Source: an optimization exercise on an open RTL-to-GDS flow (aim: small area, a short achievable clock period and few clock cycles). Production flows keep margins and buffers that such runs may drop. Function was checked by simulation only, so behaviour that the tests miss may differ from the original. Power and IR drop assume default switching activity.

run 1:
// cpu
module cpu (clk, reset, mem_rdata, mem_addr, mem_wr, mem_wdata);
For scale: about 9500 cells after synthesis, roughly 1900 flip-flops, about 99 I/O pins, ~0.10 mm2 of cells after synthesis.
export LEC_CHECK = 0
export CAP_MARGIN = 20
export CELL_PAD_IN_SITES_DETAIL_PLACEMENT = 1
export CELL_PAD_IN_SITES_GLOBAL_PLACEMENT = 2
export CORE_MARGIN = 2
export CORE_UTILIZATION = 45
export CTS_CLUSTER_DIAMETER = 80
export CTS_CLUSTER_SIZE = 25
export PLACE_DENSITY = 0.6
export SLEW_MARGIN = 20
create_clock -name core_clock -period 17.0 [get_ports {clk}]
standard.sh (not shown) runs the stock make flow with config.mk's settings and CLKGATE_MAP_FILE= SYNTH_SCRIPT=/design/flow/synth_recipe.tcl, a recipe that flattens the netlist after the stock synthesis.
==> flow/flow/run.sh <==
#!/bin/bash
# The standard layout (standard.sh, unchanged synthesis and steps), with
# ORFS's timing repair asked to leave a setup margin below the 17 ns clock
# and the port buffers made with buf_4 cells.  Every port still gets its
# buffer; the clock period and the constraints are the design's.
export SETUP_SLACK_MARGIN=12.3
export BUFFER_PORTS_ARGS="-buffer_cell sky130_fd_sc_hd__buf_4"
bash standard.sh > standard_flow.log 2>&1
The flow did not stop early for run 1: all stages ran, and the layout cleared the timing, design-rule and antenna checks.
Testbench counts of run 1, summed over its fixed seeds: cycles 75,195.
Input changes introduced in run 2 (baseline for comparison: run 1):
Settings: changing CTS_CLUSTER_SIZE from 25 to 20; changing CTS_CLUSTER_DIAMETER from 80 to 60.
### Flow results
Both conditions hold for run 1: the flow ran to the end and the final layout passed the timing, design-rule and antenna checks.
Every stage of the flow completed for run 2, and the final layout passed the timing, design-rule and antenna checks.
Run 2 and run 1 ended up with nearly the same global-route usage over all layers.
Relative to run 1, the worst-path maximum fanout of run 2 is lower by 4.
Re first-pass GRT wire length: run 1 was lower than run 2.
As far as number of non-clock buffers in the layout goes, run 2 and run 1 are indistinguishable; the numbers are identical.
Beginning of the critical path = ex_b[29]: run 1; beginning of the critical path = x_sub: run 2
Count of placed standard cells in the final layout, fillers left out ends up higher on run 2.
A cell at the slowest stage of the critical path of o21ai_0 is what run 1 shows, while a2111o_1 belongs to run 2.
On wire length, run 2 and run 1 are basically level.
Setup changes, run 2 to run 3
Settings: changing PLACE_DENSITY from 0.6 to 0.62; changing CTS_CLUSTER_SIZE from 20 to 25; changing CORE_UTILIZATION from 45 to 50; changing CTS_CLUSTER_DIAMETER from 60 to 80.
-- flow/flow/run.sh --
<<< run 2, line 6
export SETUP_SLACK_MARGIN=12.3
>>> run 3, line 6
export SETUP_SLACK_MARGIN=12.4
--- outcome ---
Layout checks on run 3: not met. Flow itself completed; violations: capacitance limit, slew limit.
Run 3 vs. run 2: area after detailed placement moved down; register-to-register slack moved down; number of antenna violations at the first check in global routing moved up; portion of total power attributed to combinational logic moved up; cell count moved down.
The faster design of the two is run 2; run 3 tops out lower.
When run 3 is measured against run 2, its clock network fraction of design power turns out 7.0 points lower.
Diff run 2 -> run 3 | power in the clock group | down by more than 10%
The H-tree depth in run 3 sits 1 below the value recorded for run 2.
Across both runs, maximum fanout along the worst path was higher for run 3 than for run 2.
Compared with run 2, run 3 shows peak supply drop higher by 28%.

---

Starting RTL as in the previous note.
==> flow/design.v (excerpt) <==
module cpu (clk, reset, mem_rdata, mem_addr, mem_wr, mem_wdata);
export LEC_CHECK = 0
export CAP_MARGIN = 60
export CELL_PAD_IN_SITES_DETAIL_PLACEMENT = 1
export CELL_PAD_IN_SITES_GLOBAL_PLACEMENT = 2
export CORE_MARGIN = 2
export CORE_UTILIZATION = 45
export PLACE_DENSITY = 0.6
export SLEW_MARGIN = 60
create_clock -name core_clock -period 17.0 [get_ports {clk}]
==> flow/flow/run.sh <==
#!/bin/bash
# The standard layout (standard.sh, unchanged synthesis and steps), with
# ORFS's timing repair asked to leave a setup margin below the 17 ns clock
# and the port buffers made with buf_4 cells.  Every port still gets its
# buffer; the clock period and the constraints are the design's.
export SETUP_SLACK_MARGIN=12.3
export BUFFER_PORTS_ARGS="-buffer_cell sky130_fd_sc_hd__buf_4"
bash standard.sh > standard_flow.log 2>&1
Testbench counts at the start, summed over its fixed seeds: cycles 75,195.
Then changed:
CTS_CLUSTER_DIAMETER = 80   (was unset)
CTS_CLUSTER_SIZE = 25   (was unset)
Result: The changed run produced a clean layout; hold slack gets better by 0.0068 ns; power fell by 13%; worst setup slack gets worse by 0.048 ns; routed wire length fell by 0.60%; synthesized cell count stays the same; count of clock-buffer cells in the layout fell by 111; area after synthesis stays the same; cell count fell by 1.2%.
Then changed:
CTS_CLUSTER_DIAMETER = 60   (was 80)
CTS_CLUSTER_SIZE = 20   (was 25)
Result:
- power increases by 8.6%
- clock power grows by 21%
- routed wire length rises by 0.36%
- flip-flop and latch count stays the same
- final cell count came out higher by 0.70%
- synthesized area is unchanged

## separate check: timing with driven ports
The results above use ideal ports. As a check the final layouts listed here were re-extracted and re-timed, cells and wires unchanged.
Step 1: set_driving_cell puts a clkbuf_16 on clk and a buf_2 on each other input, an assumption about the parent block.
Step 2 times the ports against the registers' clock, not the clock port: input delays grow and output delays shrink by t, the midpoint of the rising clock arrivals with the driver on.
a / b / c = no drivers / after step 1 / after step 2; a / b = the first two.
| run | t (ns) | slack for setup (ns) | worst setup path after step 2 | pins driven straight from the clock port |
|---|---|---|---|---|
| run 1 | 0.975 | 11.954 / 11.954 / 11.143 | input to register | 1 |
| run 2 | 0.966 | 11.976 / 11.976 / 11.153 | input to register | 1 |
| run 3 | 0.953 | 11.924 / 11.924 / 11.201 | input to register | 1 |
| the first run of note 2 | 0.984 | 12.048 / 11.985 / 11.109 | input to register | 1 |
| the second run of note 2 | 0.984 | 12.000 / 11.983 / 11.147 | input to register | 1 |
| the third run of note 2 | 0.982 | 12.025 / 11.999 / 11.092 | input to register | 1 |
The setup slack of the first run of note 2, which loses most, moves by -0.063 ns with the drivers and by -0.939 ns with both steps.
